From an optimization exercise on the open Yosys and OpenROAD flow, aimed at small area and a short achievable clock period; shortcuts taken in it are not production practice.
Where RTL was checked, it was by simulation tests only, not by an equivalence proof against the original.
The flow treats the clock pin as an ideal source. Dropping or thinning the clock tree relies on that and would not hold on a real chip.

==> module xspi_top, before the edit <==
module xspi_top (
    input  wire        clk,
    input  wire        rst_n,
    input  wire        start,
    input  wire [7:0]  command,
    input  wire [47:0] address,
    input  wire [63:0] wr_data,
    output reg  [63:0] rd_data,
    output reg         done,
    output reg         ready,
    output reg         xspi_cs_n,
    output reg  [7:0]  xspi_io
);
    reg  [8:0]  jc;
    reg         is_wr;       
    reg         is_rd;       
    reg         clr_pend;    
    reg  [63:0] mem;         
    wire is_oth = ~is_wr & ~is_rd;
    wire [17:0] st;          
    assign st[0] = ~jc[0] & ~jc[8];
    genvar n;
    generate
        for (n = 1; n <= 8; n = n + 1) begin : g_up
            assign st[n] = jc[n - 1] & ~jc[n];
        end
        for (n = 10; n <= 17; n = n + 1) begin : g_down
            assign st[n] = ~jc[n - 10] & jc[n - 9];
        end
    endgenerate
    assign st[9] = jc[0] & jc[8];
    wire up_1_8  = jc[0] & ~jc[8];   
    wire st_9_15 = jc[8] & jc[6];    
    wire fin = (st[8] & is_oth) | (st[16] & is_wr) | st[17];
    always @(posedge clk or negedge rst_n) begin
        if (!rst_n)
            jc <= 9'd0;
        else if (fin)
            jc <= 9'd0;
        else
            jc <= {jc[7:0], ~jc[8] & (jc[0] | start)};
    end
    always @(posedge clk or negedge rst_n) begin
        if (!rst_n)
            clr_pend <= 1'b1;
        else if (st[8])
            clr_pend <= 1'b0;
    end
    always @(posedge clk) begin
        if (st[1]) begin
            is_wr <= (command == 8'hA5);
            is_rd <= (command == 8'hFF);
        end
    end
    wire [15:0] io_sel;
    assign io_sel[0]  = st[1];                      
    assign io_sel[1]  = st[7];                      
    assign io_sel[2]  = st[6];                      
    assign io_sel[3]  = st[5];                      
    assign io_sel[4]  = st[4];                      
    assign io_sel[5]  = st[3];                      
    assign io_sel[6]  = st[2];                      
    assign io_sel[7]  = is_wr & st[15];             
    assign io_sel[8]  = is_wr & st[14];             
    assign io_sel[9]  = is_wr & st[13];             
    assign io_sel[10] = is_wr & st[12];             
    assign io_sel[11] = is_wr & st[11];             
    assign io_sel[12] = is_wr & st[10];             
    assign io_sel[13] = is_wr & st[9];              
    assign io_sel[14] = is_wr & st[8];              
    assign io_sel[15] = is_rd & (st[8] | st_9_15);  
    wire [7:0] io_nx;
    xspi_bytesel io_mux (
        .sel(io_sel),
        .src({mem[63:56], wr_data, address, command}),
        .y(io_nx)
    );
    always @(posedge clk) begin
        xspi_io   <= io_nx;
        xspi_cs_n <= ~((up_1_8 & ~(st[8] & is_oth)) | st_9_15
                       | (st[16] & is_rd));
        done      <= fin;
        ready     <= st[16] & is_rd;
    end
    reg mem_wsh;     
    reg mem_rot;     
    reg rd_ld;       
    always @(posedge clk) begin
        mem_wsh <= is_wr & (st[8] | st_9_15);
        mem_rot <= is_rd & (st[7] | st[8] | st[9] | st[10] | st[11]
                            | st[12] | st[13] | st[14]);
        rd_ld   <= is_rd & st[15];
    end
    wire [7:0] mem_in = (mem_wsh ? xspi_io : mem[63:56]) & {8{~clr_pend}};
    always @(posedge clk) begin
        if (clr_pend | mem_wsh | mem_rot)
            mem <= {mem[55:0], mem_in};
    end
    always @(posedge clk) begin
        if (clr_pend | rd_ld)
            rd_data <= mem;
    end
endmodule
export LEC_CHECK = 0
export ABC_CLOCK_PERIOD_IN_PS = 2100
export CAP_MARGIN = 20
export CORE_MARGIN = 2
export CORE_UTILIZATION = 40
export SLEW_MARGIN = 20
export SYNTH_HIERARCHICAL = 1
export SYNTH_MINIMUM_KEEP_SIZE = 0
create_clock -name core_clock -period 7.0 [get_ports {clk}]
standard.sh (not shown) runs the stock make flow with config.mk's settings and CLKGATE_MAP_FILE= SYNTH_SCRIPT=/design/flow/synth_recipe.tcl, a recipe that flattens the netlist after the stock synthesis.
==> flow/flow/run.sh <==
#!/bin/bash
# Layout flow: the standard ORFS flow (standard.sh), with these changes.
#  - The port buffers are plain buf_1 cells.
#  - flow/mycts.tcl replaces ORFS's CTS step. The clock port drives one
#    clock inverter, which drives CTS_NBUF clock inverters, each driving one
#    cluster of flip-flops. Then timing repair aims at CTS_MARGIN ns of setup
#    slack, and an area recovery pass gives each cell the smallest size that
#    keeps the worst slack that repair reached.
set -euo pipefail
export BUFFER_PORTS_ARGS="-buffer_cell sky130_fd_sc_hd__buf_1"
RES=$PWD/orfs/results/$FLOW_PLATFORM/xspi_top/base

bash standard.sh "BUFFER_PORTS_ARGS=$BUFFER_PORTS_ARGS" place > flow_1_to_3_place.log 2>&1

PLATFORM_DIR=$FLOW_HOME/platforms/$FLOW_PLATFORM RES=$RES CLK_PORT=clk \
  CTS_ROOT=sky130_fd_sc_hd__clkinv_16 CTS_NBUF=6 CTS_BUFCELL=sky130_fd_sc_hd__clkinv_8 \
  SETUP_SLACK_MARGIN=4.85 AREA_RECOVER=1 AR_MAX_SLEW=0.4 AR_EPS=0.003 \
  openroad -no_init -exit flow/mycts.tcl > flow_4_cts.log 2>&1
cp $RES/4_1_cts.odb $RES/4_cts.odb
touch $RES/4_cts.sdc

bash standard.sh "BUFFER_PORTS_ARGS=$BUFFER_PORTS_ARGS" finish > flow_5_to_6_finish.log 2>&1
Other scripts of this flow, unchanged in this note and not shown: flow/flow/mycts.tcl
Then changed:
--- a/flow/design.v
+++ b/flow/design.v
@@ -79,24 +79,23 @@
         xspi_io   <= io_nx;
         xspi_cs_n <= ~((up_1_8 & ~(st[8] & is_oth)) | st_9_15
                        | (st[16] & is_rd));
         done      <= fin;
         ready     <= st[16] & is_rd;
     end
-    reg mem_wsh;     
-    reg mem_rot;     
+    reg mem_sh;      
     reg rd_ld;       
     always @(posedge clk) begin
-        mem_wsh <= is_wr & (st[8] | st_9_15);
-        mem_rot <= is_rd & (st[7] | st[8] | st[9] | st[10] | st[11]
-                            | st[12] | st[13] | st[14]);
-        rd_ld   <= is_rd & st[15];
+        mem_sh <= (is_wr & (st[8] | st_9_15))
+                | (is_rd & (st[7] | st[8] | st[9] | st[10] | st[11]
+                            | st[12] | st[13] | st[14]));
+        rd_ld  <= is_rd & st[15];
     end
-    wire [7:0] mem_in = (mem_wsh ? xspi_io : mem[63:56]) & {8{~clr_pend}};
+    wire [7:0] mem_in = (is_wr ? xspi_io : mem[63:56]) & {8{~clr_pend}};
     always @(posedge clk) begin
-        if (clr_pend | mem_wsh | mem_rot)
+        if (clr_pend | mem_sh)
             mem <= {mem[55:0], mem_in};
     end
     always @(posedge clk) begin
         if (clr_pend | rd_ld)
             rd_data <= mem;
     end
Wire length is higher by 3.0%.
Via count is higher by 1.1%.
Maximum frequency barely changes.
Cell count is lower by 0.44%.
Flip-flop and latch count is lower by 1.
Global-route usage is higher by 0.57 points.
Function not checked in the first run of this note: the RTL went through the layout flow alone. In every run of this note, the design's own scripts or RTL, not TritonCTS, make the clock network.

## afterwards: timing with drivers on the ports
In the flow no input, the clock included, has a driving cell. The finished layouts below were timed again as built, in two steps.
Step 1 assumes that a clkbuf_16 drives the clock port and a buf_2 every other input.
Step 2 also shifts input and output timing later by t, the mid clock arrival at the registers, as if the neighbouring blocks saw the same clock.
Slacks: ideal ports / drivers / drivers and shift; pairs: ideal ports / drivers.
| run | t, ns | slack for setup (ns) | worst slew at a driven data input, ns |
|---|---|---|---|
| the first run | 0.282 | 4.829 / 4.754 / 4.642 | 0.07 |
| the second run | 0.285 | 4.828 / 4.753 / 4.653 | 0.09 |
After both steps setup and hold are still met in every run listed. For the first run, which loses most, drivers alone change the setup slack by -0.075 ns; drivers and shift together by -0.187 ns.
